What follows belongs to an exercise in optimizing a design on an open flow for small area; a production flow would make more cautious choices. Only simulation tests tie the RTL to the original design; equivalence was not proved. Power and IR drop assume default switching activity.

==> flow/design.v <==
`timescale 1ns / 1ps
`timescale 1ns / 1ps
 `timescale 1ns / 1ps
package cpu_core_pkg;
localparam int RSIZE  = 32 ;   
localparam int ISIZE  = 32 ;   
localparam [6:0] OP_LUI     = 7'b011_0111 ;   
localparam [6:0] OP_AUIPC   = 7'b001_0111 ;   
localparam [6:0] OP_JAL     = 7'b110_1111 ;   
localparam [6:0] OP_JALR    = 7'b110_0111 ;   
localparam [6:0] OP_BRANCH  = 7'b110_0011 ;   
localparam [6:0] OP_LOAD    = 7'b000_0011 ;   
localparam [6:0] OP_STORE   = 7'b010_0011 ;   
localparam [6:0] OP_ALU     = 7'b011_0011 ;   
localparam [6:0] OP_ALUI    = 7'b001_0011 ;   
localparam [2:0] F3_ADDX  = 3'b000 ;
localparam [2:0] F3_SUB   = 3'b000 ;
localparam [2:0] F3_SLTX  = 3'b010 ;
localparam [2:0] F3_SLTUX = 3'b011 ;
localparam [2:0] F3_XORX  = 3'b100 ;
localparam [2:0] F3_ORX   = 3'b110 ;
localparam [2:0] F3_ANDX  = 3'b111 ;
localparam [2:0] F3_SLLX  = 3'b001 ;
localparam [2:0] F3_SRXX  = 3'b101 ;
localparam [2:0] F3_JALR = 3'b000 ;
localparam [2:0] F3_BEQ  = 3'b000 ;
localparam [2:0] F3_BNE  = 3'b001 ;
localparam [2:0] F3_BLT  = 3'b100 ;
localparam [2:0] F3_BGE  = 3'b101 ;  
localparam [2:0] F3_BLTU = 3'b110 ;
localparam [2:0] F3_BGEU = 3'b111 ;
localparam [2:0] F3_LB   = 3'b000 ;
localparam [2:0] F3_LH   = 3'b001 ;
localparam [2:0] F3_LW   = 3'b010 ;
localparam [2:0] F3_LBU  = 3'b100 ;
localparam [2:0] F3_LHU  = 3'b101 ;
localparam [2:0] F3_SB   = 3'b000 ;
localparam [2:0] F3_SH   = 3'b001 ;
localparam [2:0] F3_SW   = 3'b010 ;
localparam [1:0] BYTE    = 2'b00 ;
localparam [1:0] HWORD   = 2'b01 ;
localparam [1:0] WORD    = 2'b10 ;
localparam [3:0] ALU_ADD  = 4'b0000 ;
localparam [3:0] ALU_SUB  = 4'b0001 ;
localparam [3:0] ALU_SLT  = 4'b0100 ;
localparam [3:0] ALU_SLTU = 4'b0110 ;
localparam [3:0] ALU_XOR  = 4'b1000 ;
localparam [3:0] ALU_OR   = 4'b1100 ;
localparam [3:0] ALU_AND  = 4'b1110 ;
localparam [3:0] ALU_SLL  = 4'b0010 ;
localparam [3:0] ALU_SRL  = 4'b1010 ;
localparam [3:0] ALU_SRA  = 4'b1011 ;
localparam [3:0] ALU_ILLG = 4'b1111 ;   
endpackage
 `timescale 1ns / 1ps
module exec_unit #(parameter  PC_INIT = 32'h0000_0000 )(
    input  logic              clock_i,
    input  logic              nreset_i,
    input  logic [32-1:0]  reg_file_rs0_i,
    input  logic [32-1:0]  reg_file_rs1_i,
    output logic              du_stall_o,
    input  logic              du_bubble_i,
    input  logic [32-1:0]  du_pc_i,
    input  logic [4:0]        du_rs0_i,
    input  logic [4:0]        du_rs1_i,
    input  logic [4:0]        du_rdt_i,
    input  logic [6:0]        du_opcode_i,
    input  logic [3:0]        du_alu_opcode_i,
    input  logic [2:0]        du_func3_i,
    input  logic              du_is_R_type_i,
    input  logic              du_is_I_type_i,
    input  logic              du_is_S_type_i,
    input  logic              du_is_B_type_i,
    input  logic              du_is_U_type_i,
    input  logic [11:0]       du_immI_i,
    input  logic [11:0]       du_immS_i,
    input  logic [19:0]       du_immU_i,
    input  logic              mem_stall_i,
    output logic [32-1:0]  xu_alu_result_o,
    output logic              xu_alu_bubble_o,
    output logic [4:0]        xu_rdt_addr_o,
    output logic              xu_is_mem_op_o,
    output logic              xu_bubble_o,
    output logic [32-1:0]  mem_addr_o,
    output logic              mem_cmd_o,
    output logic [32-1:0]  mem_data_o,
    output logic [1:0]        mem_size_o
);
logic [31:0] alu_result_rg, mem_addr_rg, mem_data_rg;
logic        alu_bubble_rg, lsu_bubble_rg, mem_cmd_rg;
logic [1:0]  mem_size_rg;
logic [4:0]  rdt_rg;
logic rs0_hit, rs1_hit, src_eq, interlock, bub;
assign rs0_hit = (du_rs0_i == rdt_rg);
assign rs1_hit = (du_rs1_i == rdt_rg);
always_comb begin
    case ({du_is_R_type_i, du_is_I_type_i, du_is_S_type_i, du_is_B_type_i})
        4'b1000, 4'b0010, 4'b0001: src_eq = rs0_hit | rs1_hit;
        4'b0100:                   src_eq = rs0_hit;
        default:                   src_eq = 1'b0;
    endcase
end
assign interlock = ~lsu_bubble_rg & ~mem_cmd_rg & src_eq & (|rdt_rg);
assign bub       = du_bubble_i | interlock;
assign du_stall_o     = (mem_stall_i & ~du_bubble_i) | interlock;
assign xu_bubble_o    = (alu_bubble_rg & lsu_bubble_rg) | mem_stall_i;
assign xu_is_mem_op_o = ~lsu_bubble_rg;
logic [31:0] op1, op2;
always_comb begin
    case ({du_is_I_type_i, du_is_R_type_i, du_is_U_type_i})
        3'b010:  begin op1 = reg_file_rs0_i; op2 = reg_file_rs1_i; end
        3'b100:  begin op1 = reg_file_rs0_i; op2 = {{20{du_immI_i[11]}}, du_immI_i}; end
        3'b001:  begin op1 = (du_opcode_i == 7'h37) ? 32'h0 : du_pc_i; op2 = {du_immU_i, 12'h000}; end
        default: begin op1 = 32'h0; op2 = 32'h0; end
    endcase
end
logic [3:0]  aop;
logic        legal, inv, lt;
logic [31:0] op2x, sum, shin, shr, res;
logic [32:0] sum33;
assign aop   = du_alu_opcode_i;
assign legal = ~aop[0] | (~aop[2] & (aop[1] == aop[3]));
assign inv   = ~aop[3] & (aop[0] | aop[2]);
assign op2x  = op2 ^ {32{inv}};
assign sum33 = {1'b0, op1} + {1'b0, op2x} + {32'h0, inv};
assign sum   = sum33[31:0];
assign lt    = aop[1] ? ~sum33[32] : ((op1[31] ^ op2[31]) ? op1[31] : sum[31]);
always_comb begin
    for (int i = 0; i < 32; i++) shin[i] = aop[3] ? op1[i] : op1[31-i];
end
logic fill;
logic [31:0] s1, s2, s3, s4;
assign fill = aop[0] & op1[31];
assign s1  = op2[0] ? {fill, shin[31:1]} : shin;
assign s2  = op2[1] ? {{2{fill}}, s1[31:2]} : s1;
assign s3  = op2[2] ? {{4{fill}}, s2[31:4]} : s2;
assign s4  = op2[3] ? {{8{fill}}, s3[31:8]} : s3;
assign shr = op2[4] ? {{16{fill}}, s4[31:16]} : s4;
always_comb begin
    res = 32'h0;
    if (legal) begin
        case ({aop[3], aop[2], aop[1]})
            3'b000: res = sum;
            3'b010, 3'b011: res = {31'h0, lt};
            3'b001: for (int i = 0; i < 32; i++) res[i] = shr[31-i];
            3'b100: res = op1 ^ op2;
            3'b101: res = shr;
            3'b110: res = op1 | op2;
            3'b111: res = op1 & op2;
        endcase
    end
end
logic        store, load;
logic [11:0] imm;
logic [31:0] addr, sdata;
logic [1:0]  off;
assign store = du_is_S_type_i;
assign load  = (du_opcode_i == 7'h03);
assign imm   = store ? du_immS_i : du_immI_i;
assign addr  = reg_file_rs0_i + {{20{imm[11]}}, imm};
assign off   = addr[1:0];
always_comb begin
    case (du_func3_i[1:0])
        2'b00:   sdata = {24'h0, reg_file_rs1_i[7:0]}  << {off, 3'b000};
        2'b01:   sdata = {16'h0, reg_file_rs1_i[15:0]} << {off, 3'b000};
        default: sdata = reg_file_rs1_i;
    endcase
end
always_ff @(posedge clock_i or negedge nreset_i) begin
    if (!nreset_i) begin
        alu_result_rg <= 32'h0;
        alu_bubble_rg <= 1'b1;
        lsu_bubble_rg <= 1'b1;
        mem_addr_rg   <= 32'h0;
        mem_cmd_rg    <= 1'b0;
        mem_data_rg   <= 32'h0;
        mem_size_rg   <= 2'b00;
        rdt_rg        <= 5'h0;
    end else if (!mem_stall_i) begin
        alu_result_rg <= res;
        alu_bubble_rg <= ~legal | bub;
        lsu_bubble_rg <= (load | store) ? bub : 1'b1;
        mem_addr_rg   <= addr;
        mem_cmd_rg    <= store;
        mem_data_rg   <= store ? sdata : 32'h0;
        mem_size_rg   <= du_func3_i[1:0];
        rdt_rg        <= du_rdt_i;
    end
end
assign xu_alu_result_o = alu_result_rg;
assign xu_alu_bubble_o = alu_bubble_rg;
assign xu_rdt_addr_o   = rdt_rg;
assign mem_addr_o      = mem_addr_rg;
assign mem_cmd_o       = mem_cmd_rg;
assign mem_data_o      = mem_data_rg;
assign mem_size_o      = mem_size_rg;
endmodule
==> flow/flow/run.sh <==
#!/bin/bash
# Own layout flow:
#  1. the standard synthesis (synth_recipe.tcl) run through flow/synth.tcl,
#     which only swaps ORFS's delay-oriented ABC script for the area-oriented
#     flow/abc_area.script; adders use Yosys's default Brent-Kung carry
#     lookahead (no Kogge-Stone extra map) and no full/half-adder cells.
#  2. the standard layout (standard.sh) for every later step, with the
#     port buffers made of buf_1 cells (later repair may resize them).
set -euo pipefail
W=$(pwd)
export FLOW_WORK=$W
make -C "$FLOW_HOME" DESIGN_CONFIG="$W/config.mk" WORK_HOME="$W/orfs" CLKGATE_MAP_FILE= \
  SYNTH_SCRIPT="$W/flow/synth.tcl" SYNTH_OPERATIONS_ARGS=-booth ADDER_MAP_FILE= \
  synth > "$W/synth.log" 2>&1
bash standard.sh "BUFFER_PORTS_ARGS=-buffer_cell sky130_fd_sc_hd__buf_1" finish > "$W/layout.log" 2>&1
==> flow/flow/abc_area.script <==
strash
&get -n
&fraig -x
&put
dc2
strash
&get -n
&dch -f
&nf -R 10
&put
==> flow/flow/synth.tcl <==
# The standard synthesis (synth_recipe.tcl, unchanged), with one difference:
# ABC maps the logic with flow/abc_area.script, an area-oriented script, in
# place of ORFS's delay-oriented one. Registers, their names and cell types
# are made by the same steps as in the standard synthesis.
set own_abc_script [file join [file dirname [file normalize [info script]]] abc_area.script]
proc abc {args} {
  set i [lsearch -exact $args -script]
  if {$i >= 0} { lset args [expr {$i + 1}] $::own_abc_script }
  yosys abc {*}$args
}
source [file join $::env(FLOW_WORK) synth_recipe.tcl]
==> flow/standard.sh <==
#!/bin/bash
# synth_recipe.tcl (not shown) runs the flow's synth.tcl, then flattens the netlist and writes it again
# the make line also repeats each setting of config.mk as NAME=value (left out here)
make -C /OpenROAD-flow-scripts/flow DESIGN_CONFIG=/design/flow/config.mk WORK_HOME=/design/flow/orfs CLKGATE_MAP_FILE= SYNTH_SCRIPT=/design/flow/synth_recipe.tcl "${@:-finish}"
==> flow/config.mk <==
export PLATFORM = sky130hd
export DESIGN_NAME = exec_unit
export DESIGN_NICKNAME = exec_unit
export VERILOG_FILES = /design/flow/design.v
export SDC_FILE = /design/flow/constraint.sdc
export NUM_CORES = 4
export LEC_CHECK = 0
export CAP_MARGIN = 20
export CORE_MARGIN = 2
export CORE_UTILIZATION = 55
export PLACE_DENSITY = 0.65
export SLEW_MARGIN = 20
==> flow/constraint.sdc <==
create_clock -name core_clock -period 8.0 [get_ports {clock_i}]
set_input_delay 1.6000 -clock core_clock [delete_from_list [all_inputs] [get_ports {clock_i}]]
set_output_delay 1.6000 -clock core_clock [all_outputs]
set_load 0.01 [all_outputs]
==> results of run 1 <==
==> worst paths after layout <==
kind | startpoint | endpoint | cells after the start
setup / recovery | du_is_S_type_i | mem_addr_rg[31] | 32
min in group asynchronous | nreset_i | mem_addr_rg[13] | 1
hold reg to reg | alu_result_rg[18] | alu_result_rg[18] | 2
setup reg to reg | rdt_rg[1] | lsu_bubble_rg | 7
max in group asynchronous | nreset_i | mem_cmd_rg | 2
hold / removal | alu_result_rg[18] | alu_result_rg[18] | 2
==> cells by family (layout without fill, tap and decap cells) <==
group | after synthesis | in the layout | synth area share [%]
AND/OR/NAND/NOR | 489 | 489 | 20.61
XOR/XNOR | 123 | 123 | 10.69
multiplexers | 62 | 62 | 6.099
adder cells (fa/ha/maj) | 13 | 13 | 1.244
other | 0 | 3 | 0
buffers and inverters | 16 | 446 | 0.5740
AO/OA/AOI/OAI | 572 | 572 | 35.41
flip-flops | 106 | 106 | 25.38
==> cells in the final DEF (no fill, tap or decap), drive strengths merged, types with 6 or more instances in the layout <==
cell type,count
a21o,6
nor3,23
clkinv,19
a211oi,9
clkbuf,12
nand2,209
mux2i,48
and2,15
a21oi,147
and3,7
o211ai,8
a221o,6
a32o,43
o21a,6
xor2,21
a32oi,24
o311ai,7
maj3,13
a22oi,23
a221oi,22
dfrtp,104
o22ai,14
xnor2,99
nor2,147
buf,411
o221ai,6
or2,12
nor2b,15
nor3b,6
o21ai,185
a31oi,7
mux2,14
nand3,14
a311oi,13
a22o,18
nand2b,24
==> cells in the mapped netlist (3+ instances only) <==
master,number
xnor3_1,3
a221oi_1,22
or3_1,3
mux2_1,14
a22o_1,18
nor3_1,23
nor2_1,147
and3_1,7
nand3_1,14
a22oi_1,23
o21ai_0,185
a21oi_1,147
maj3_1,13
nand4bb_1,3
o221ai_1,6
xor2_1,21
o2111ai_1,3
nand2b_1,24
a32oi_1,24
o41ai_1,4
nor3b_1,6
a211oi_1,9
o31ai_1,3
nor2b_1,15
nand2_1,209
a32o_1,43
or4_1,3
o311ai_0,7
a311oi_1,13
or2_0,12
o22ai_1,14
clkinv_1,16
xnor2_1,99
nor4_1,3
a31oi_1,7
mux2i_1,48
a21o_1,6
o211ai_1,8
and2_0,15
dfrtp_1,104
a221o_1,6
o21a_1,6
a2111oi_0,4
==> flip-flops by register name, indices dropped and copies added, names as in the netlist <==
register	count
alu_bubble_rg	1
alu_result_rg	32
lsu_bubble_rg	1
mem_addr_rg	32
mem_cmd_rg	1
mem_data_rg	32
mem_size_rg	2
rdt_rg	5
==> repair_timing <==
action,in CTS,in global routing
endpoints found under the setup margin,1,7
pin swaps,0,6
setup buffers,0,4
resized for setup,1,15
hold endpoints to repair,0,0
==> power groups by stage <==
stage | Clock [µW] | Combinational, µW | Sequential [µW]
after floorplan | 0 | 501 | 693
after global placement | 0 | 888 | 660
after detailed placement | 0 | 905 | 663
after CTS | 497 | 914 | 653
after global routing | 515 | 1030 | 662
final | 495 | 955 | 655
==> routing by layer <==
metal	share of wire (%)	GRT usage [%]	up-vias	routed length, µm
met1	37	55.82	6382	17160
li1	-	-	6129	-
met5	0	0	-	0
met2	44	71.23	981	20210
met3	12	12.52	230	5732
met4	6.6	23.84	0	3041
==> per-stage QoR <==
step                total power (µW)  instances  setup WS [ns]
finish                          2105       2048         0.3236
global route                    2206       2046       -0.04044
detailed placement              1569       2024        -0.2860
CTS                             2064       2040        0.02952
floorplan                       1195       1381        -0.3091
global placement                1548       2024        -0.1544
==> critical path: cells and delay by family <==
family                   cells  cell delay, ns
AO/OA/AOI/OAI               12            1.88
multiplexers                 1            0.22
adder cells (fa/ha/maj)      7            2.43
AND/OR/NAND/NOR              8            1.01
buffers and inverters        3            0.58
XOR/XNOR                     1            0.16
==> final cells by class <==
| type | count | area share [%] |
|---|---|---|
| multi-input combinational | 1259 | 59.49 |
| sequential | 106 | 19.91 |
| timing repair buffer | 414 | 15.50 |
| tap | 234 | 2.196 |
| clock buffer | 9 | 1.689 |
| clock inverter | 7 | 0.7038 |
| inverter | 16 | 0.4504 |
| antenna | 3 | 0.05630 |
==> results_dict.tcl, run 1 <==
set metrics [dict create \
    switching_share_pct 43.10 \
    synth_area_leaders "dfrtp_1, o21ai_0, xnor2_1" \
    path_class "input pin to flop" \
    clock_latency_ns 0.37 \
    cpPeakStageDelay_ns 0.40 \
    drt_iter0_drc 1849 \
    cp.required_ns 8.22 \
    cts_sinks 106 \
    cts_root_buffer "clkbuf_16" \
    die_area_um2 20140 \
    yosys.area.top_type "dfrtp_1" \
    cts_buffers 9 \
    rows 50 \
    multi_input_area_um2 7933 \
    max_cap_viol_count 0 \
    switching_power_uw 907.1 \
    postSynthAreaPerCell_um2 7.576 \
    final-seq-area_um2 2655 \
    power_frac_seq_pct 31.1 \
    ys_types 60 \
    hold_viol 0 \
    die_h_um 141.9 \
    fin_util_pct 71.28 \
    area_growth_syn_to_layout_pct 27.45 \
    holdBufCountCts 0 \
    place_congestion 1.022 \
    clockBufferDepth 2 \
    synthArstFlopShare_pct 100.0 \
    worstPathArrival_ns 7.89 \
    overflow 0 \
    synth_edf_count 0 \
    grt.total_usage_pct 44.94 \
    grt_first_pass_wirelength_um 69920 \
    io_buffer_count 284 \
    initial_core_util_pct 55.93 \
    period_needed_ns 7.676 \
    hpwl_um 34920 \
    min_path_type "flop to flop" \
    cts_tree "built" \
    timing.hold.ws_ns 0.4856 \
    cp_slowest_cell "maj3_1" \
    relSlewSlack_pct 19.37 \
    post-route-period-util_pct 95.95 \
    via_per_inst 6.700 \
    setup_violations 0 \
    fin_skew_ns 0.005866 \
    internal_power_uw 1198 \
    path_common_cell "maj3_1" \
    layout-drive-gt1-share_pct 10.05 \
    max_freq_ghz 0.1303 \
    syn_inst 1381 \
    ant_nets 0 \
    crit_fanout 4 \
    power_leakage_uw 0.005166 \
    pwr-share-clk_pct 23.5 \
    antenna_found_initial 3 \
    drcViolationCount 0 \
    placed_cell_area_um2 12880 \
    io_pins 286 \
    slew_violations 0 \
    fp.coreArea_um2 18710 \
    die_w_um 141.9 \
    power_density_nw_per_um2 157.9 \
    wl_um 46140 \
    syn_area_um2 10460 \
    fill_cells 1561 \
    fin_area_um2 13330 \
    ys_warn_count 1 \
    status "finished clean" \
    cts-htree-levels 3 \
    worst_slew_pin_slew_ns 1.210 \
    grt_pass1_vias 12950 \
    nets 1984 \
    grt_max_degree 69 \
    startpoint_type "input pin" \
    peakVddDrop_mv 0.1160 \
    combPwrFrac_pct 45.4 \
    reg2reg_setup_slack_ns 6.26 \
    seq_area_frac_synth_pct 25.38 \
    synth.ff_latch_count 106 \
    dr.pass1.iters 9 \
    synth_top_area_share_pct 24.87 \
    routed-via-count 13720 \
    tns_ns 0 \
    synthFlopType "dfrtp_1" \
    crit_path_end_kind "flop" \
    clk_pin_slew_ns 0.09 \
    wire_per_inst_um 22.53 \
    syn_nets 1559 \
]
==> inputs of run 2 (changes only) <==
==> flow/run.sh (new file) <==
#!/bin/bash
# synth_recipe.tcl (not shown) runs the flow's synth.tcl, then flattens the netlist and writes it again
# the make line also repeats each setting of config.mk as NAME=value (left out here)
make -C /OpenROAD-flow-scripts/flow DESIGN_CONFIG=/design/flow/config.mk WORK_HOME=/design/flow/orfs CLKGATE_MAP_FILE= SYNTH_SCRIPT=/design/flow/synth_recipe.tcl finish
--- a/flow/config.mk
+++ b/flow/config.mk
@@ -7,6 +7,6 @@
 export LEC_CHECK = 0
 export CAP_MARGIN = 20
 export CORE_MARGIN = 2
-export CORE_UTILIZATION = 55
-export PLACE_DENSITY = 0.65
+export CORE_UTILIZATION = 40
+export PLACE_DENSITY = 0.6
 export SLEW_MARGIN = 20
removed: flow/flow/run.sh
removed: flow/flow/abc_area.script
removed: flow/flow/synth.tcl
removed: flow/standard.sh
==> run 2 against run 1 <==
Effect of this change: still clean; global-route usage fell by 8.9 points; synthesized cell count rose by 41%; combinational power rose by 46%; critical path depth fell by 14; via count rose by 21%; clock skew rose by 0.015 ns.
==> results_dict.tcl, run 2 <==
set metrics [dict create \
    status "finished clean" \
    place_congestion 1.001 \
    largest_registers "alu_result_rg: 32 flops, mem_addr_rg: 32 flops, mem_data_rg: 32 flops" \
    yosys.area.top_type "dfrtp_1" \
    tns_ns 0 \
    max_freq_ghz 0.1515 \
    timing.hold.ws_ns 0.4899 \
    hpwl_um 54220 \
    synth_xor_area_share_pct 5.821 \
    clockBufferDepth 2 \
    synth_edf_count 0 \
    antenna_found_initial 5 \
    synth_common_cells "nand2_1, a21oi_1, o21ai_0" \
    peakVddDrop_mv 0.1217 \
    synth_top_area_share_pct 18.07 \
    crit_fanout 36 \
    fin_skew_ns 0.02113 \
    power_leakage_uw 0.007520 \
    synthMuxAreaShare_pct 3.875 \
    clk_pin_slew_ns 0.08 \
    setup_violations 0 \
    synth_most_common_cell "nand2_1" \
    syn_inst 1947 \
    power_density_nw_per_um2 144.7 \
    min_path_type "flop to flop" \
    postSynthAreaPerCell_um2 7.397 \
    synth_compound_area_share_pct 36.02 \
    rsz0062_at_grt "no" \
    initial_core_util_pct 40.59 \
    cts_setup_buffers 0 \
    grt.total_usage_pct 36.07 \
    syn_nets 2253 \
    via_per_inst 6.339 \
    worstPathArrival_ns 6.89 \
    synth_top_family_by_area "compound AO/OA/AOI/OAI gates" \
    cts-htree-levels 3 \
    drcViolationCount 0 \
    synthArstFlopShare_pct 100.0 \
    die_area_um2 37540 \
    layout-drive-gt1-share_pct 6.990 \
    synthFlopType "dfrtp_1" \
    post-route-period-util_pct 82.50 \
    worst_slew_pin_slew_ns 1.172 \
    layout_commonest_cell "clkdlybuf4s50_1" \
    io_buffer_count 284 \
    hold_viol 0 \
    synth.ff_latch_count 106 \
    die_w_um 193.7 \
    wl_um 69580 \
    synthAdderAreaFrac_pct 11.23 \
    cts_root_buffer "clkbuf_16" \
    wire_per_inst_um 26.66 \
    ant_nets 0 \
    nets 2447 \
    rows 69 \
    startpoint_type "input pin" \
    seq_area_frac_synth_pct 18.44 \
    slew_violations 0 \
    cts_sinks 106 \
    ys_warn_count 1 \
    synth_area_leaders "dfrtp_1, ha_1, a21oi_1" \
    io_pins 286 \
    cts_resized 0 \
    synthSimpleGateAreaFrac_pct 18.19 \
    drt_iter0_drc 1908 \
    fp.coreArea_um2 35480 \
    grt_first_pass_wirelength_um 102500 \
    grt_max_degree 71 \
    grt_pass1_vias 15920 \
    max_cap_viol_count 0 \
    cts_tree "built" \
    crit_path_end_kind "flop" \
    cts_buffers 9 \
    period_needed_ns 6.600 \
    final_cell_mix "clkdlybuf4s50_1, nand2_1, a21oi_1" \
    die_h_um 193.7 \
    holdBufCountCts 0 \
    path_class "input pin to flop" \
    syn_area_um2 14400 \
    clock_latency_ns 0.41 \
    ys_types 96 \
    overflow 0 \
    relSlewSlack_pct 20.85 \
    dr.pass1.iters 8 \
    cp.required_ns 8.29 \
    area_growth_syn_to_layout_pct 23.59 \
    routed-via-count 16550 \
]
==> run 2: changes by cell type after synthesis, sizes merged, moves of 47 or more <==
cell and delta:
ha +126, inv +88, clkbuf +83, buf +50
a21oi +49, nand2 +47
==> run 2: through the flow <==
stage | total power [µW] | setup slack (ns) | util, % | instances | instance area (µm²)
3_3_place_gp | 2006 | 1.161 | 49.24 | 2591 | 17470
5_1_grt | 2705 | 1.005 | 50.16 | 2610 | 17800
4_1_cts | 2554 | 1.487 | 50.14 | 2607 | 17790
2_1_floorplan | 1430 | 2.376 | - | 1947 | 14400
6_report | 2575 | 1.400 | 50.16 | 2610 | 17800
3_5_place_dp | 2015 | 1.088 | 49.24 | 2591 | 17470
==> run 2: cells by family after synthesis <==
group / after synthesis
compound gates: 776
simple gates: 578
buf+inv: 222
fa+ha+maj: 128
flops: 106
xor+xnor: 94
mux: 43
==> run 2: cell type report <==
type                            count  area, µm²
Timing Repair Buffer              316       3068
Tap cell                          461      576.8
Clock inverter                      7      92.59
Multi-Input combinational cell   1619      10840
Inverter                           89      334.1
Clock buffer                        9      225.2
Sequential cell                   106       2655
Antenna cell                        3      7.507
Fill cell                        3499      17680
==> run 2: worst paths after layout <==
path / start / endpoint / slack [ns] / cells after the start
worst max-delay path: du_is_U_type_i / alu_result_rg[31] / 1.40 / 18
worst min-delay path: mem_data_rg[23] / mem_data_rg[23] / 0.49 / 2
min in group asynchronous: nreset_i / mem_addr_rg[11] / 1.21 / 1
max in group asynchronous: nreset_i / alu_result_rg[29] / 5.42 / 2
worst min register to register: mem_data_rg[23] / mem_data_rg[23] / 0.49 / 2
worst max register to register: rdt_rg[3] / lsu_bubble_rg / 6.12 / 10
==> run 2: power by group <==
part	total (µW)	leakage, µW	switching, µW	internal (µW)
clock network	534	0.000149	281	252
logic	1390	0.00601	821	567
registers	652	0.00136	45.3	607
total	2570	0.00752	1150	1430
==> run 2: metal layers <==
layer | GRT usage, % | share of wire, % | vias up
met1 | 45.97 | 41 | 7928
met4 | 15.07 | 4.3 | 4
met3 | 7.740 | 8.5 | 157
met2 | 59.07 | 46 | 831
li1 | - | - | 7626
met5 | 0 | 0.029 | -
==> run 2: worst max-delay path, stage by stage <==
cell and delay, ns:
clkdlybuf4s50_1 0.84, nor2b_2 0.24, buf_4 0.30, o211a_1 0.22, buf_4 0.37, a22o_2 0.37
ha_1 0.33, a21oi_1 0.19, o21ai_0 0.18, a211oi_1 0.50, a2111oi_2 0.19, nor4b_2 0.44
o31ai_1 0.16, buf_4 0.18, a31oi_1 0.15, xor2_1 0.24, nand2_1 0.08, a32o_1 0.29
==> inputs of run 3 (changes only) <==
--- a/flow/design.v
+++ b/flow/design.v
@@ -122,7 +122,25 @@
 assign legal = ~aop[0] | (~aop[2] & (aop[1] == aop[3]));
 assign inv   = ~aop[3] & (aop[0] | aop[2]);
 assign op2x  = op2 ^ {32{inv}};
-assign sum33 = {1'b0, op1} + {1'b0, op2x} + {32'h0, inv};
+logic [31:0] ap, ag, pp, gg;
+assign ap = op1 ^ op2x;
+assign ag = op1 & op2x;
+always_comb begin
+    pp = ap;
+    gg = ag;
+    gg[0] = ag[0] | (ap[0] & inv);
+    for (int l = 1; l <= 5; l++)
+        for (int j = (1 << l) - 1; j < 32; j += (1 << l)) begin
+            gg[j] = gg[j] | (pp[j] & gg[j - (1 << (l-1))]);
+            pp[j] = pp[j] & pp[j - (1 << (l-1))];
+        end
+    for (int l = 5; l > 0; l--)
+        for (int j = (1 << l) + (1 << (l-1)) - 1; j < 32; j += (1 << l)) begin
+            gg[j] = gg[j] | (pp[j] & gg[j - (1 << (l-1))]);
+            pp[j] = pp[j] & pp[j - (1 << (l-1))];
+        end
+end
+assign sum33 = {gg[31], ap ^ {gg[30:0], inv}};
 assign sum   = sum33[31:0];
 assign lt    = aop[1] ? ~sum33[32] : ((op1[31] ^ op2[31]) ? op1[31] : sum[31]);
 always_comb begin
@@ -136,20 +154,21 @@
 assign s3  = op2[2] ? {{4{fill}}, s2[31:4]} : s2;
 assign s4  = op2[3] ? {{8{fill}}, s3[31:8]} : s3;
 assign shr = op2[4] ? {{16{fill}}, s4[31:16]} : s4;
-always_comb begin
-    res = 32'h0;
-    if (legal) begin
-        case ({aop[3], aop[2], aop[1]})
-            3'b000: res = sum;
-            3'b010, 3'b011: res = {31'h0, lt};
-            3'b001: for (int i = 0; i < 32; i++) res[i] = shr[31-i];
-            3'b100: res = op1 ^ op2;
-            3'b101: res = shr;
-            3'b110: res = op1 | op2;
-            3'b111: res = op1 & op2;
-        endcase
-    end
-end
+logic en_sum, en_lt, en_sll, en_sr, en_x, en_o, en_a;
+logic [31:0] lp, lg, shl;
+assign en_sum = legal & ~aop[3] & ~aop[2] & ~aop[1];
+assign en_lt  = legal & ~aop[3] &  aop[2];
+assign en_sll = legal & ~aop[3] & ~aop[2] &  aop[1];
+assign en_sr  = legal &  aop[3] & ~aop[2] &  aop[1];
+assign en_x   = legal &  aop[3] & ~aop[2] & ~aop[1];
+assign en_o   = legal &  aop[3] &  aop[2] & ~aop[1];
+assign en_a   = legal &  aop[3] &  aop[2] &  aop[1];
+assign lp = ap;
+assign lg = ag;
+always_comb for (int i = 0; i < 32; i++) shl[i] = shr[31-i];
+assign res = ({32{en_x | en_o}} & lp) | ({32{en_a | en_o}} & lg)
+           | ({32{en_sum}} & sum) | ({32{en_sr}} & shr) | ({32{en_sll}} & shl)
+           | {31'h0, en_lt & lt};
 logic        store, load;
 logic [11:0] imm;
 logic [31:0] addr, sdata;
@@ -157,14 +176,32 @@
 assign store = du_is_S_type_i;
 assign load  = (du_opcode_i == 7'h03);
 assign imm   = store ? du_immS_i : du_immI_i;
-assign addr  = reg_file_rs0_i + {{20{imm[11]}}, imm};
+logic [12:0] alo;
+logic [19:0] ahi_q, ahi_run;
+logic        ahi_t;
+assign alo     = {1'b0, reg_file_rs0_i[11:0]} + {1'b0, imm};
+assign ahi_t   = alo[12] ^ imm[11];
+assign ahi_q   = reg_file_rs0_i[31:12] ^ {20{imm[11]}};
+always_comb begin
+    ahi_run[0] = 1'b1;
+    for (int i = 1; i < 20; i++) ahi_run[i] = ahi_run[i-1] & ahi_q[i-1];
+end
+assign addr = {reg_file_rs0_i[31:12] ^ ({20{ahi_t}} & ahi_run), alo[11:0]};
 assign off   = addr[1:0];
-always_comb begin
-    case (du_func3_i[1:0])
-        2'b00:   sdata = {24'h0, reg_file_rs1_i[7:0]}  << {off, 3'b000};
-        2'b01:   sdata = {16'h0, reg_file_rs1_i[15:0]} << {off, 3'b000};
-        default: sdata = reg_file_rs1_i;
-    endcase
+logic       sel_w;
+logic [3:0] sel_b, sel_h;
+assign sel_w = store & du_func3_i[1];
+always_comb begin
+    for (int k = 0; k < 4; k++) begin
+        sel_b[k] = store & ~du_func3_i[1] & (off == k[1:0]);
+        sel_h[k] = store & ~du_func3_i[1] & du_func3_i[0] & (k != 0) & (off == k[1:0] - 2'd1);
+    end
+end
+always_comb begin
+    for (int k = 0; k < 4; k++)
+        sdata[8*k +: 8] = ({8{sel_w}} & reg_file_rs1_i[8*k +: 8])
+                        | ({8{sel_b[k]}} & reg_file_rs1_i[7:0])
+                        | ({8{sel_h[k]}} & reg_file_rs1_i[15:8]);
 end
 always_ff @(posedge clock_i or negedge nreset_i) begin
     if (!nreset_i) begin
@@ -182,7 +219,7 @@
         lsu_bubble_rg <= (load | store) ? bub : 1'b1;
         mem_addr_rg   <= addr;
         mem_cmd_rg    <= store;
-        mem_data_rg   <= store ? sdata : 32'h0;
+        mem_data_rg   <= sdata;
         mem_size_rg   <= du_func3_i[1:0];
         rdt_rg        <= du_rdt_i;
     end
==> flow/flow/run.sh (new file) <==
#!/bin/bash
# Own layout flow:
#  1. the standard synthesis (synth_recipe.tcl) run through flow/synth.tcl,
#     which only swaps ORFS's delay-oriented ABC script for the area-oriented
#     flow/abc_area.script; adders use Yosys's default Brent-Kung carry
#     lookahead (no Kogge-Stone extra map) and no full/half-adder cells.
#  2. the standard layout (standard.sh) for every later step, with the
#     port buffers made of buf_1 cells (later repair may resize them).
set -euo pipefail
W=$(pwd)
export FLOW_WORK=$W
make -C "$FLOW_HOME" DESIGN_CONFIG="$W/config.mk" WORK_HOME="$W/orfs" CLKGATE_MAP_FILE= \
  SYNTH_SCRIPT="$W/flow/synth.tcl" SYNTH_OPERATIONS_ARGS=-booth ADDER_MAP_FILE= \
  synth > "$W/synth.log" 2>&1
bash standard.sh "BUFFER_PORTS_ARGS=-buffer_cell sky130_fd_sc_hd__buf_1" finish > "$W/layout.log" 2>&1
==> flow/flow/abc_area.script (new file) <==
strash
&get -n
&fraig -x
&put
dc2
strash
&get -n
&dch -f
&nf -R 10
&put
==> flow/flow/synth.tcl (new file) <==
# The standard synthesis (synth_recipe.tcl, unchanged), with one difference:
# ABC maps the logic with flow/abc_area.script, an area-oriented script, in
# place of ORFS's delay-oriented one. Registers, their names and cell types
# are made by the same steps as in the standard synthesis.
set own_abc_script [file join [file dirname [file normalize [info script]]] abc_area.script]
proc abc {args} {
  set i [lsearch -exact $args -script]
  if {$i >= 0} { lset args [expr {$i + 1}] $::own_abc_script }
  yosys abc {*}$args
}
source [file join $::env(FLOW_WORK) synth_recipe.tcl]
==> flow/standard.sh (new file) <==
#!/bin/bash
# synth_recipe.tcl (not shown) runs the flow's synth.tcl, then flattens the netlist and writes it again
# the make line also repeats each setting of config.mk as NAME=value (left out here)
make -C /OpenROAD-flow-scripts/flow DESIGN_CONFIG=/design/flow/config.mk WORK_HOME=/design/flow/orfs CLKGATE_MAP_FILE= SYNTH_SCRIPT=/design/flow/synth_recipe.tcl "${@:-finish}"
--- a/flow/config.mk
+++ b/flow/config.mk
@@ -8,5 +8,7 @@
 export CAP_MARGIN = 20
 export CORE_MARGIN = 2
 export CORE_UTILIZATION = 40
-export PLACE_DENSITY = 0.6
+export GPL_TIMING_DRIVEN = 0
+export PLACE_DENSITY = 0.65
+export SETUP_SLACK_MARGIN = 0.2
 export SLEW_MARGIN = 20
removed: flow/run.sh
==> run 3 against run 2 <==
Effect of this change: die area shrank 32%; first-iteration DRC count decreased by 29%; count of clock-buffer cells in the layout unchanged; design area fell by 30%; register-to-register slack gained 0.08 ns; largest cell class unchanged; highest routed layer is now met4.
==> results_dict.tcl, run 3 <==
set metrics [dict create \
    status "finished clean" \
    wl_um 41000 \
    combPwrFrac_pct 42.1 \
    routed-via-count 11630 \
    synth_edf_count 0 \
    max_freq_ghz 0.1312 \
    max_cap_viol_count 0 \
    synth_most_common_cell "nand2_1" \
    rows 56 \
    final-instance-count-excl-fill 1890 \
    seq_area_frac_synth_pct 27.53 \
    layout_commonest_cell "buf_1" \
    grt_first_pass_wirelength_um 62160 \
    drcViolationCount 0 \
    ys_warn_count 1 \
    layout-drive-gt1-share_pct 9.745 \
    period_needed_ns 7.621 \
    overflow 0 \
    postSynthAreaPerCell_um2 8.037 \
    switching_power_uw 822.8 \
    path_common_cell "a21oi_2" \
    wire_per_inst_um 21.69 \
    path_class "input pin to flop" \
    relSlewSlack_pct 29.63 \
    worst_slew_pin_slew_ns 1.055 \
    drt_iter0_drc 1363 \
    cts_tree "built" \
    fin_util_pct 53.19 \
    antenna_found_initial 1 \
    switching_share_pct 41.87 \
    io_buffer_count 284 \
    ant_nets 0 \
    place_inst 1825 \
    ys_types 58 \
    cts_sinks 106 \
    io_pins 286 \
    place_congestion 0.9754 \
    min_path_type "flop to flop" \
    grt_max_degree 86 \
    cts-htree-levels 3 \
    die_w_um 159.3 \
    holdBufCountCts 0 \
    clock_latency_ns 0.38 \
    syn_area_um2 9644 \
    fin_skew_ns 0.01038 \
    synth_common_cells "nand2_1, o21ai_0, dfrtp_1" \
    cts_root_buffer "clkbuf_16" \
    rsz0062_at_grt "yes" \
    worstPathArrival_ns 7.93 \
    startpoint_type "input pin" \
    cpPeakStageDelay_ns 0.41 \
    syn_inst 1200 \
    post-route-period-util_pct 95.26 \
    synthFlopType "dfrtp_1" \
    yosys.area.top_type "dfrtp_1" \
    clockBufferDepth 2 \
    cp_slowest_cell "a311oi_2" \
    die_area_um2 25370 \
    power_density_nw_per_um2 156.9 \
    synth_top_area_share_pct 26.98 \
    pwr-share-clk_pct 25.3 \
    synth.ff_latch_count 106 \
    power_frac_seq_pct 32.7 \
    largest_registers "alu_result_rg: 32 flops, mem_addr_rg: 32 flops, mem_data_rg: 32 flops" \
    slew_violations 0 \
    cp.required_ns 8.31 \
    initial_core_util_pct 40.97 \
    peakVddDrop_mv 0.1062 \
    final_cell_mix "buf_1, nand2_1, o21ai_0" \
    via_per_inst 6.151 \
    area_growth_syn_to_layout_pct 29.85 \
    setup_violations 0 \
    synth_area_leaders "dfrtp_1, xnor2_1, o21ai_0" \
    hold_viol 0 \
    cts_buffers 9 \
    tns_ns 0 \
    power_leakage_uw 0.004689 \
    syn_nets 1378 \
    die_h_um 159.3 \
    internal_power_uw 1142 \
    crit_path_end_kind "flop" \
    dr.pass1.iters 6 \
    grt.total_usage_pct 31.17 \
    grt_pass1_vias 10960 \
    nets 1743 \
    clk_pin_slew_ns 0.08 \
    fp.coreArea_um2 23540 \
    synthArstFlopShare_pct 100.0 \
    crit_fanout 8 \
    hpwl_um 30590 \
]
## run 3: changes by cell type in the layout (fill, tap and decap cells not counted), moves of 29 or more
cell	before	now
mux2i_1	13	60
buf_1	0	276
inv_1	68	0
clkdlybuf4s50_1	280	0
nand2_1	256	166
o21ai_0	183	129
nor2_1	129	90
nor3_1	46	17
ha_1	126	0
nand3_1	46	16
clkinv_1	1	33
a21o_1	46	5
a21oi_1	196	91
## run 3: power groups by stage
stage          combinational, µW  clock (µW)  sequential (µW)
5_1_grt                      893         524              650
4_1_cts                      788         502              641
3_5_place_dp                 762           0              651
3_3_place_gp                 743           0              650
2_1_floorplan                441           0              678
6_report                     827         496              642
## run 3: final cells by class
type                            count  area, µm²
Inverter                           35      136.4
Fill cell                        2332      11020
Tap cell                          319      399.1
Multi-Input combinational cell   1062       7227
Timing Repair Buffer              351       1789
Antenna cell                        1      2.502
Clock inverter                      7      88.84
Sequential cell                   106       2655
Clock buffer                        9      225.2
## run 3: what timing repair did
action / CTS / global route
setup endpoints to repair: 21 / 11
endpoints found under the hold margin: 0 / 0
setup buffers: 21 / 24
pin swaps: 11 / 34
resized for setup: 30 / 23
cloned: 3 / 0
## run 3: logic make-up (layout without fill, tap and decap cells)
| group | Yosys count | count (layout) | synth area share (%) |
|---|---|---|---|
| AOI/OAI and AO/OA | 482 | 483 | 33.54 |
| and+or+nand+nor | 374 | 376 | 17.48 |
| xor gates and xnor gates | 122 | 122 | 11.51 |
| DFF | 106 | 106 | 27.53 |
| muxes | 76 | 76 | 8.070 |
| buffers and inverters | 35 | 402 | 1.362 |
| adders and majority gates | 5 | 5 | 0.5190 |
| other | 0 | 1 | 0 |
## run 3: stage by stage
step / hold slack (ns) / worst slack, ns / cell area (µm²) / power (µW)
4_1_cts: 0.4897 / 0.1845 / 12230 / 1931
3_3_place_gp: 0.4628 / -4.237 / 11230 / 1394
2_1_floorplan: 0.5050 / -0.1325 / 9764 / 1118
3_5_place_dp: 0.4665 / -1.729 / 11640 / 1413
5_1_grt: 0.5051 / 0.1345 / 12520 / 2066
6_report: 0.4826 / 0.3790 / 12520 / 1965
## run 3: routing by layer
layer  share of wire, %  vias up  GRT usage [%]
met2                 45      624          49.09
met5                  0        -              0
met3                9.2      104          6.538
met4                4.3        0          13.43
met1                 42     5540          41.47
li1                   -     5357              -
## run 3: worst max-delay path, delay by kind of cell
kind | cells | cell delay, ns
fa+ha+maj | 1 | 0.28
simple gates | 2 | 0.30
buf+inv | 4 | 0.61
compound gates | 28 | 5.14
## run 3: final timing paths
| path | cells past startpoint | end | slack (ns) | from |
|---|---|---|---|---|
| setup / recovery | 35 | alu_result_rg[0] | 0.38 | du_is_R_type_i |
| hold / removal | 2 | mem_addr_rg[23] | 0.48 | mem_addr_rg[23] |
| setup reg to reg | 5 | lsu_bubble_rg | 6.20 | rdt_rg[1] |
| hold reg to reg | 2 | mem_addr_rg[23] | 0.48 | mem_addr_rg[23] |
| max in group asynchronous | 3 | mem_addr_rg[22] | 5.89 | nreset_i |
| min in group asynchronous | 1 | mem_data_rg[4] | 1.25 | nreset_i |
==> inputs of run 4 (changes only) <==
--- a/flow/config.mk
+++ b/flow/config.mk
@@ -10,5 +10,4 @@
 export CORE_UTILIZATION = 40
 export GPL_TIMING_DRIVEN = 0
 export PLACE_DENSITY = 0.65
-export SETUP_SLACK_MARGIN = 0.2
 export SLEW_MARGIN = 20
==> run 4 against run 3 <==
Effect of this change: still clean on timing, DRC and antenna; first-iteration DRC count down 18%; largest power group unchanged; largest cell class unchanged; fmax fell by 1.8%; design area is 1.4% lower.
==> results_dict.tcl, run 4 <==
set metrics [dict create \
    switching_power_uw 816.9 \
    hold-path-cell-count 1 \
    synthFlopType "dfrtp_1" \
    ant_nets 0 \
    reg2reg_setup_slack_ns 6.05 \
    final-instance-count-excl-fill 1868 \
    combPwrFrac_pct 41.5 \
    path_class "input pin to flop" \
    tns_ns 0 \
    diodes 0 \
    holdBufCountCts 0 \
    synthAdderAreaFrac_pct 0.5189 \
    cpPeakStageDelay_ns 0.43 \
    worstPathArrival_ns 8.09 \
    path_common_cell "a21oi_2" \
    cts-htree-levels 3 \
    synth_most_common_cell "nand2_1" \
    grt_max_degree 86 \
    crit_fanout 7 \
    crit_path_end_kind "flop" \
    synthArstFlopShare_pct 100.0 \
    r2r_end "alu_bubble_rg" \
    cp_slowest_cell "a311oi_2" \
    period_needed_ns 7.757 \
    fin_area_um2 12340 \
    min_to "alu_result_rg[27]" \
    final_cell_mix "buf_1, nand2_1, o21ai_0" \
    cp.required_ns 8.33 \
    power_frac_seq_pct 32.9 \
    wire_per_inst_um 21.69 \
    place_congestion 0.9264 \
    nets 1722 \
    synth_xor_area_share_pct 11.51 \
    die_area_um2 25370 \
    die_w_um 159.3 \
    peakVddDrop_mv 0.1000 \
    synth.ff_latch_count 106 \
    post-place-ws_ns -1.816 \
    cts_tree "built" \
    fin_util_pct 52.43 \
    synth_area_leaders "dfrtp_1, xnor2_1, o21ai_0" \
    clockBufferDepth 2 \
    via_per_inst 6.119 \
    syn_area_um2 9644 \
    yosys.area.top_type "dfrtp_1" \
    dr.pass1.iters 6 \
    synth_compound_area_share_pct 33.54 \
    layout_commonest_cell "buf_1" \
    internal_power_uw 1130 \
    postSynthAreaPerCell_um2 8.037 \
    max_freq_ghz 0.1289 \
    clock_latency_ns 0.39 \
    grt.total_usage_pct 30.83 \
    area_growth_syn_to_layout_pct 27.98 \
    rsz0062_at_grt "yes" \
    wl_um 40510 \
    ys_types 58 \
    fin_skew_ns 0.01310 \
    relSlewSlack_pct 26.51 \
    worst_slack_ns 0.2425 \
    synth_top_area_share_pct 26.98 \
    grt_first_pass_wirelength_um 61120 \
    routed-via-count 11430 \
    largest_registers "alu_result_rg: 32 flops, mem_addr_rg: 32 flops, mem_data_rg: 32 flops" \
    placed_cell_area_um2 11650 \
    pwr-share-clk_pct 25.6 \
    slew_violations 0 \
    cts_sinks 106 \
    ys_warn_count 1 \
    rows 56 \
    reg2reg_from "rdt_rg[3]" \
    fill_cells 2315 \
    synth_common_cells "nand2_1, o21ai_0, dfrtp_1" \
    worst_slew_pin_slew_ns 1.102 \
    min_path_type "flop to flop" \
    syn_nets 1378 \
    synthSimpleGateAreaFrac_pct 17.48 \
    die_h_um 159.3 \
    drt_iter0_drc 1119 \
    grt_pass1_vias 10570 \
    fp.coreArea_um2 23540 \
    switching_share_pct 41.97 \
    clk_pin_slew_ns 0.10 \
    max_cap_viol_count 0 \
    syn_inst 1200 \
    cts_root_buffer "clkbuf_16" \
    startpoint_type "input pin" \
    post-route-period-util_pct 96.97 \
    overflow 0 \
    io_buffer_count 284 \
    status "finished clean" \
    synth_edf_count 0 \
    io_pins 286 \
    hpwl_um 30670 \
    place_inst 1824 \
    cts_buffers 9 \
    antenna_found_initial 0 \
    layout-drive-gt1-share_pct 8.328 \
    synth_top_family_by_area "compound AO/OA/AOI/OAI gates" \
    seq_area_frac_synth_pct 27.53 \
    setup_violations 0 \
    hp-start "alu_result_rg[27]" \
    power_leakage_uw 0.004586 \
    power_density_nw_per_um2 157.7 \
    hold_viol 0 \
    initial_core_util_pct 40.97 \
    worst-r2r-cell-count 6 \
    synthMuxAreaShare_pct 8.070 \
    drcViolationCount 0 \
]
==> run 4: cell type report <==
cell class              count  area, µm²  share of cell area (%)
flip-flops and latches    106       2655                   21.51
clock inverters             7      88.84                  0.7197
multi-input cells        1062       7191                   58.26
repair buffers            330       1648                   13.35
inverters                  35      136.4                   1.105
clock buffers               9      225.2                   1.825
well taps                 319      399.1                   3.234
==> run 4: power groups by stage <==
stage	combinational, µW	clock [µW]	sequential, µW
final	807	499	641
after global routing	875	524	649
after CTS	778	504	640
after detailed placement	763	0	650
after global placement	740	0	650
after floorplan	440	0	678
==> run 4: repair_timing <==
item                                    4_1_cts  5_1_grt
resized for setup                            21       22
endpoints found under the setup margin       18       12
cloned                                        3        1
pin swaps                                    10       14
buffers inserted                             15        9
==> run 4: metal layers <==
metal	vias up	global-route usage (%)	share of wire, %
met5	-	0	0
met4	0	14.83	4.9
met3	116	5.965	8.6
met2	607	46.66	44
met1	5404	42.25	43
li1	5304	-	-
==> run 4: through the flow <==
stage | hold slack [ns] | power, µW
6_report | 0.4876 | 1947
5_1_grt | 0.5099 | 2049
4_1_cts | 0.4924 | 1923
3_5_place_dp | 0.4711 | 1413
3_3_place_gp | 0.4635 | 1390
2_1_floorplan | 0.5050 | 1118
==> run 4: worst max-delay path by stage <==
stage / start / end / slack [ns] / depth (start not counted)
2_1_floorplan: du_is_I_type_i / alu_result_rg[0] / -0.13 / 31
3_3_place_gp: mem_stall_i / du_stall_o / -4.12 / 4
3_5_place_dp: du_is_S_type_i / mem_addr_rg[30] / -1.82 / 29
4_1_cts: du_is_I_type_i / alu_result_rg[0] / 0.01 / 34
5_1_grt: du_is_I_type_i / alu_result_rg[0] / -0.06 / 34
6_report: du_is_I_type_i / alu_result_rg[0] / 0.24 / 34
==> run 4: cell families (layout without fill, tap and decap cells) <==
| group | Yosys count | count (layout) |
|---|---|---|
| AO/OA/AOI/OAI | 482 | 483 |
| multiplexers | 76 | 76 |
| AND/OR/NAND/NOR | 374 | 376 |
| XOR/XNOR | 122 | 122 |
| adder cells (fa/ha/maj) | 5 | 5 |
| buffers and inverters | 35 | 381 |
| flip-flops | 106 | 106 |
==> run 4: critical path: cells and delay by family <==
family,cells,cell delay (ns)
AO/OA/AOI/OAI,28,5.39
buffers and inverters,3,0.51
AND/OR/NAND/NOR,2,0.35
adder cells (fa/ha/maj),1,0.26
==> inputs of run 5 (changes only) <==
==> flow/flow/abc_area.script (replaced) <==
strash
&get -n
&nf
&put
==> run 5 against run 4 <==
Effect of this change: fmax grew 3.7%; register-to-register slack better by 0.14 ns; sequential cell count unchanged; non-clock buffer count decreased by 12; hold slack worse by 0.0010 ns; setup slack better by 0.27 ns; critical endpoint unchanged; largest power group unchanged.
==> results_dict.tcl, run 5 <==
set metrics [dict create \
    die_h_um 162.1 \
    seq_area_frac_synth_pct 26.57 \
    drcViolationCount 0 \
    dr.pass1.iters 10 \
    syn_area_um2 9993 \
    clock_latency_ns 0.37 \
    ant_nets 0 \
    setup.worst_path.start "du_is_R_type_i" \
    drt_iter0_drc 1178 \
    synthArstFlopShare_pct 100.0 \
    grt_max_degree 53 \
    power_leakage_uw 0.004833 \
    switching_share_pct 41.91 \
    hpwl_um 30680 \
    io_pins 286 \
    worst_slew_pin_slew_ns 1.135 \
    peakVddDrop_mv 0.1183 \
    worst-r2r-cell-count 8 \
    crit_path_end_kind "flop" \
    timing.hold.ws_ns 0.4865 \
    place_inst 1850 \
    overflow 0 \
    antenna_found_initial 1 \
    synth_area_leaders "dfrtp_1, mux2i_1, xnor2_1" \
    syn_nets 1388 \
    synthFlopType "dfrtp_1" \
    clk_pin_slew_ns 0.09 \
    cts_setup_buffers 0 \
    reg2reg_setup_slack_ns 6.19 \
    cts_sinks 106 \
    cp.required_ns 8.28 \
    die_w_um 162.1 \
    status "finished clean" \
    cts_buffers 9 \
    fin_skew_ns 0.003831 \
    ys_warn_count 1 \
    largest_registers "alu_result_rg: 32 flops, mem_addr_rg: 32 flops, mem_data_rg: 32 flops" \
    cts_root_buffer "clkbuf_16" \
    cts-htree-levels 3 \
    min_path_type "flop to flop" \
    path_class "input pin to flop" \
    reg2reg_from "rdt_rg[2]" \
    synth_edf_count 0 \
    area_growth_syn_to_layout_pct 23.14 \
    synth_most_common_cell "nand2_1" \
    layout-drive-gt1-share_pct 4.922 \
    startpoint_type "input pin" \
    nets 1717 \
    internal_power_uw 1130 \
    relSlewSlack_pct 23.78 \
    post-route-period-util_pct 93.53 \
    post-place-ws_ns 0.3698 \
    ys_types 44 \
    grt_first_pass_wirelength_um 58640 \
    synth.ff_latch_count 106 \
    fin_total_pwr_uw 1946 \
    cts_tree "built" \
    postSynthAreaPerCell_um2 8.259 \
    switching_power_uw 815.4 \
    routed-via-count 11120 \
    via_per_inst 5.951 \
    period_needed_ns 7.483 \
    worstPathArrival_ns 7.76 \
    synth_top_area_share_pct 26.04 \
    max_freq_ghz 0.1336 \
    synth_common_cells "nand2_1, o21ai_0, mux2i_1" \
    hp-start "mem_addr_rg[14]" \
    wl_um 38800 \
    layout_commonest_cell "buf_1" \
    worst_slack_ns 0.5174 \
    cp-endpoint "alu_result_rg[0]" \
    rows 57 \
    yosys.area.top_type "dfrtp_1" \
    cts_resized 0 \
    initial_core_util_pct 40.97 \
    power_frac_seq_pct 33.0 \
    setup_violations 0 \
    grt.total_usage_pct 28.74 \
    hold_viol 0 \
    holdBufCountCts 0 \
    fill_cells 2519 \
    die_area_um2 26260 \
    combPwrFrac_pct 42.7 \
    slew_violations 0 \
    syn_inst 1210 \
    fp.coreArea_um2 24390 \
    r2r_end "alu_bubble_rg" \
    rsz0062_at_grt "no" \
    pwr-share-clk_pct 24.3 \
    final-instance-count-excl-fill 1869 \
    tns_ns 0 \
    io_buffer_count 284 \
    place_congestion 0.9566 \
    crit_fanout 20 \
    wire_per_inst_um 20.76 \
    grt_pass1_vias 10430 \
    power_density_nw_per_um2 158.1 \
    final_cell_mix "buf_1, nand2_1, o21ai_0" \
    clockBufferDepth 2 \
    max_cap_viol_count 0 \
]
==> run 5: kinds of logic after synthesis <==
| kind of cell | share of synthesized area (%) |
|---|---|
| AOI/OAI and AO/OA | 27.83 |
| and+or+nand+nor | 14.22 |
| xor gates and xnor gates | 14.99 |
| muxes | 14.87 |
| DFF | 26.57 |
| buffers and inverters | 1.014 |
| adders and majority gates | 0.5008 |
==> run 5: power groups by stage <==
stage | Sequential (µW) | Combinational (µW) | Clock, µW
6_report | 642 | 831 | 472
5_1_grt | 651 | 908 | 496
4_1_cts | 642 | 823 | 483
3_5_place_dp | 652 | 819 | 0
3_3_place_gp | 652 | 791 | 0
2_1_floorplan | 683 | 476 | 0
==> run 5: critical path, stage by stage <==
cell and delay [ns]:
buf_1 0.33, nor3b_4 0.79, buf_6 0.30, a22o_1 0.83
xnor2_1 0.23, xnor2_1 0.22, o21ai_0 0.41, a31o_1 0.36
a31oi_1 0.18, o221a_1 0.40, o21ba_1 0.28, o21ai_0 0.47
a21oi_1 0.18, o21ai_0 0.24, xnor2_1 0.13, maj3_1 0.36
o211ai_1 0.16, a31oi_1 0.11, a21o_1 0.16
==> run 5: worst min-delay path by stage <==
stage,to,depth (start not counted)
6_report,mem_addr_rg[14],2
5_1_grt,alu_result_rg[16],2
4_1_cts,mem_addr_rg[22],2
3_5_place_dp,mem_addr_rg[22],2
3_3_place_gp,mem_addr_rg[23],2
2_1_floorplan,lsu_bubble_rg,1
==> run 5: area by class of cell <==
class                   count  area (µm²)  share of cell area [%]
multi-input cells        1077        7347                   59.70
inverters                  27       101.3                  0.8236
flip-flops and latches    106        2655                   21.58
clock buffers               9       225.2                   1.830
well taps                 324       405.4                   3.294
clock inverters             7       61.31                  0.4982
repair buffers            318        1508                   12.25
diodes                      1       2.502                 0.02034
==> run 5: through the flow <==
stage	utilization, %	instance area, µm²
after floorplan	-	10010
after detailed placement	49.20	12000
after global placement	47.07	11480
after CTS	50.38	12290
final	50.45	12310
after global routing	50.44	12300
==> run 5: metal layers <==
metal | track usage (%) | wire length (µm) | vias to the layer above
li1 | - | - | 5266
met1 | 37.78 | 16390 | 5274
met2 | 47.58 | 18040 | 508
met3 | 5.592 | 3244 | 75
met4 | 9.292 | 1133 | 0
met5 | 0 | 0 | -
==> inputs of run 6 (changes only) <==
--- a/flow/design.v
+++ b/flow/design.v
@@ -87,6 +87,8 @@
     output logic [1:0]        mem_size_o
 );
 logic [31:0] alu_result_rg, mem_addr_rg, mem_data_rg;
+logic        run;
+assign run = ~mem_stall_i;
 logic        alu_bubble_rg, lsu_bubble_rg, mem_cmd_rg;
 logic [1:0]  mem_size_rg;
 logic [4:0]  rdt_rg;
@@ -169,6 +171,10 @@
 assign res = ({32{en_x | en_o}} & lp) | ({32{en_a | en_o}} & lg)
            | ({32{en_sum}} & sum) | ({32{en_sr}} & shr) | ({32{en_sll}} & shl)
            | {31'h0, en_lt & lt};
+logic [31:0] res_next;
+assign res_next = ({32{run & (en_x | en_o)}} & lp) | ({32{run & (en_a | en_o)}} & lg)
+                | ({32{run & en_sum}} & sum) | ({32{run & en_sr}} & shr) | ({32{run & en_sll}} & shl)
+                | {31'h0, run & en_lt & lt} | ({32{mem_stall_i}} & alu_result_rg);
 logic        store, load;
 logic [11:0] imm;
 logic [31:0] addr, sdata;
@@ -199,27 +205,33 @@
 end
 always_comb begin
     for (int k = 0; k < 4; k++)
-        sdata[8*k +: 8] = ({8{sel_w}} & reg_file_rs1_i[8*k +: 8])
-                        | ({8{sel_b[k]}} & reg_file_rs1_i[7:0])
-                        | ({8{sel_h[k]}} & reg_file_rs1_i[15:8]);
+        sdata[8*k +: 8] = ({8{run & sel_w}} & reg_file_rs1_i[8*k +: 8])
+                        | ({8{run & sel_b[k]}} & reg_file_rs1_i[7:0])
+                        | ({8{run & sel_h[k]}} & reg_file_rs1_i[15:8])
+                        | ({8{mem_stall_i}} & mem_data_rg[8*k +: 8]);
 end
 always_ff @(posedge clock_i or negedge nreset_i) begin
     if (!nreset_i) begin
         alu_result_rg <= 32'h0;
+        mem_data_rg   <= 32'h0;
+    end else begin
+        alu_result_rg <= res_next;
+        mem_data_rg   <= sdata;
+    end
+end
+always_ff @(posedge clock_i or negedge nreset_i) begin
+    if (!nreset_i) begin
         alu_bubble_rg <= 1'b1;
         lsu_bubble_rg <= 1'b1;
         mem_addr_rg   <= 32'h0;
         mem_cmd_rg    <= 1'b0;
-        mem_data_rg   <= 32'h0;
         mem_size_rg   <= 2'b00;
         rdt_rg        <= 5'h0;
     end else if (!mem_stall_i) begin
-        alu_result_rg <= res;
         alu_bubble_rg <= ~legal | bub;
         lsu_bubble_rg <= (load | store) ? bub : 1'b1;
         mem_addr_rg   <= addr;
         mem_cmd_rg    <= store;
-        mem_data_rg   <= sdata;
         mem_size_rg   <= du_func3_i[1:0];
         rdt_rg        <= du_rdt_i;
     end
==> flow/flow/abc_area.script (replaced) <==
strash
&get -n
&nf -F 8 -A 4 -C 32 -p
&put
--- a/flow/config.mk
+++ b/flow/config.mk
@@ -7,7 +7,7 @@
 export LEC_CHECK = 0
 export CAP_MARGIN = 20
 export CORE_MARGIN = 2
-export CORE_UTILIZATION = 40
+export CORE_UTILIZATION = 50
 export GPL_TIMING_DRIVEN = 0
-export PLACE_DENSITY = 0.65
+export PLACE_DENSITY = 0.75
 export SLEW_MARGIN = 20
==> run 6 against run 5 <==
Effect of this change: synthesized cell count shrank 4.0%; sequential cell count did not move; first-iteration DRC count is 13% higher; largest power group unchanged; setup slack improved by 0.18 ns; via count up 1.8%; power shrank 0.28%; still clean on timing, DRC and antenna.
==> results_dict.tcl, run 6 <==
set metrics [dict create \
    fin_skew_ns 0.001751 \
    nets 1671 \
    period_needed_ns 7.304 \
    place_inst 1747 \
    syn_nets 1340 \
    setup_violations 0 \
    drt_iter0_drc 1332 \
    drcViolationCount 0 \
    switching_power_uw 771.6 \
    fin_util_pct 62.87 \
    overflow 0 \
    layout_commonest_cell "buf_1" \
    wl_um 38330 \
    grt_pass1_vias 10500 \
    cts_root_buffer "clkbuf_16" \
    rsz0062_at_grt "no" \
    hold_viol 0 \
    die_area_um2 20940 \
    rows 51 \
    final_cell_mix "buf_1, nand2_1, mux2i_1" \
    initial_core_util_pct 50.87 \
    post-place-ws_ns 0.3212 \
    grt.total_usage_pct 36.00 \
    dr.pass1.iters 12 \
    worst_slack_ns 0.6960 \
    hpwl_um 30580 \
    largest_registers "alu_result_rg: 32 flops, mem_addr_rg: 32 flops, mem_data_rg: 32 flops" \
    peakVddDrop_mv 0.1127 \
    io_buffer_count 284 \
    clock_latency_ns 0.37 \
    synth.ff_latch_count 106 \
    power_density_nw_per_um2 158.6 \
    die_w_um 144.7 \
    relSlewSlack_pct 24.78 \
    power_leakage_uw 0.005045 \
    final-instance-count-excl-fill 1763 \
    startpoint_type "input pin" \
    cts_tree "built" \
    routed-via-count 11320 \
    grt_first_pass_wirelength_um 57740 \
    synth_common_cells "nand2_1, mux2i_1, xnor2_1" \
    combPwrFrac_pct 41.9 \
    crit_path_end_kind "flop" \
    io_pins 286 \
    synthArstFlopShare_pct 100.0 \
    syn_inst 1162 \
    worst_slew_pin_slew_ns 1.111 \
    cts_setup_buffers 0 \
    synth_most_common_cell "nand2_1" \
    cts_buffers 9 \
    wire_per_inst_um 21.74 \
    synth_edf_count 0 \
    synth_top_area_share_pct 26.29 \
    max_freq_ghz 0.1369 \
    fill_cells 1763 \
    yosys.area.top_type "dfrtp_1" \
    fin_total_pwr_uw 1940 \
    cts-htree-levels 3 \
    ys_types 47 \
    holdBufCountCts 0 \
    max_cap_viol_count 0 \
    fp.coreArea_um2 19460 \
    min_path_type "flop to flop" \
    ys_warn_count 1 \
    path_class "input pin to flop" \
    layout-drive-gt1-share_pct 5.474 \
    clk_pin_slew_ns 0.07 \
    postSynthAreaPerCell_um2 8.520 \
    via_per_inst 6.423 \
    slew_violations 0 \
    cp.required_ns 8.24 \
    worstPathArrival_ns 7.54 \
    ant_nets 0 \
    seq_area_frac_synth_pct 26.82 \
    internal_power_uw 1169 \
    cts_resized 0 \
    switching_share_pct 39.77 \
    synth_area_leaders "dfrtp_1, mux2i_1, xnor2_1" \
    status "finished clean" \
    die_h_um 144.7 \
    crit_fanout 18 \
    place_congestion 1.008 \
    synthFlopType "dfrtp_1" \
    clockBufferDepth 2 \
    grt_max_degree 46 \
    syn_area_um2 9901 \
    cts_sinks 106 \
    antenna_found_initial 0 \
    pwr-share-clk_pct 24.7 \
    post-route-period-util_pct 91.30 \
    power_frac_seq_pct 33.4 \
    diodes 0 \
    area_growth_syn_to_layout_pct 23.59 \
]
run 6: cell count changes after synthesis, sizes merged, moves of 11 or more:
| cell | previous run | this run |
|---|---|---|
| clkinv | 27 | 14 |
| o22ai | 22 | 11 |
| o21ai | 166 | 98 |
| nand2b | 4 | 16 |
| a221o | 23 | 35 |
| nor2b | 11 | 24 |
| a222oi | 36 | 48 |
| xor2 | 60 | 49 |
| mux2i | 135 | 123 |
| a21oi | 72 | 59 |
run 6: power by group through the flow:
| stage | Combinational, µW | Sequential (µW) | Clock, µW |
|---|---|---|---|
| after floorplan | 462 | 687 | 0 |
| after global placement | 762 | 656 | 0 |
| after detailed placement | 794 | 658 | 0 |
| after CTS | 797 | 648 | 480 |
| after global routing | 882 | 657 | 504 |
| final | 812 | 649 | 479 |
run 6: metal layers:
layer / global-route usage [%] / share of wire (%)
met5: 0 / 0
met3: 5.660 / 8.6
met2: 58.67 / 46
met1: 46.72 / 40
met4: 17.48 / 5.2
run 6: final timing paths:
path / cells after the start / end / from / slack [ns]
max reg2reg: 8 / alu_bubble_rg / rdt_rg[1] / 6.09
max in group asynchronous: 3 / alu_result_rg[31] / nreset_i / 5.88
min reg2reg: 2 / mem_data_rg[25] / mem_data_rg[25] / 0.47
min: 2 / mem_data_rg[25] / mem_data_rg[25] / 0.47
min in group asynchronous: 1 / rdt_rg[2] / nreset_i / 1.25
max: 19 / alu_result_rg[31] / du_is_R_type_i / 0.70
run 6: cell type report:
class                           count  area (µm²)  area share (%)
Clock buffer                       10       239.0           1.953
Multi-Input combinational cell   1042        7338           59.97
Sequential cell                   106        2655           21.70
Inverter                           14       52.55          0.4294
Tap cell                          265       331.6           2.710
Timing Repair Buffer              320        1548           12.65
Clock inverter                      6       72.57          0.5930
run 6: kinds of logic after synthesis:
family                   synth area share [%]
AO/OA/AOI/OAI                           25.89
XOR/XNOR                                15.04
adder cells (fa/ha/maj)                0.3033
buffers and inverters                  0.5308
flip-flops                              26.82
multiplexers                            13.80
AND/OR/NAND/NOR                         17.62
run 6: through the flow:
step,hold WS [ns],area [µm²],setup TNS (ns)
after floorplan,0.5036,9916,0
after global placement,0.4541,11310,-175.43
after detailed placement,0.4566,11920,0
after CTS,0.4767,12230,0
after global routing,0.4940,12240,0
final,0.4749,12240,0
run 6: critical path, stage by stage:
cell and delay [ns]:
buf_1 0.36, nor3b_4 0.38, buf_8 0.22, buf_8 0.18, or2_1 0.35, a32o_1 0.36, o21ai_0 0.19, o21ai_0 0.39
a31o_1 0.31, a31o_1 0.39, a41oi_1 0.33, o31a_1 0.39, o21ai_0 0.53, a21oi_1 0.21, o21bai_1 0.20, xor2_1 0.11
a222oi_1 0.48, o21ai_0 0.22, a221o_1 0.31

==> afterwards: timing with drivers on the ports <==
Ports are ideal in the flow. The routed layouts listed here were re-timed in OpenROAD. Step 1 assumes that a clkbuf_16 drives the clock port and a buf_2 every other input. Step 2, shift: input delay + t, output delay - t, t = (earliest + latest rising clock arrival at the registers) / 2. This alone moves slack from input paths to output paths. Slacks: ideal / step 1 / step 2; pairs: ideal / step 1.
run | t, ns | slack for setup (ns) | worst setup path at the end | worst register clock-pin slew, ns
run 1 | 0.418 | 0.324 / 0.345 / -0.073 | input to register | 0.10 / 0.10
run 2 | 0.456 | 1.400 / 1.398 / 0.942 | input to register | 0.11 / 0.11
run 3 | 0.421 | 0.379 / 0.408 / -0.014 | input to register | 0.10 / 0.10
run 4 | 0.430 | 0.243 / 0.269 / -0.161 | input to register | 0.10 / 0.10
run 5 | 0.419 | 0.517 / 0.536 / 0.117 | input to register | 0.09 / 0.09
run 6 | 0.409 | 0.696 / 0.710 / 0.301 | input to register | 0.08 / 0.08
With both steps, setup timing fails in run 1, run 3 and run 4, where it was met with ideal ports. For run 2, which loses most, drivers alone change the setup slack by -0.002 ns; drivers and shift together by -0.458 ns.
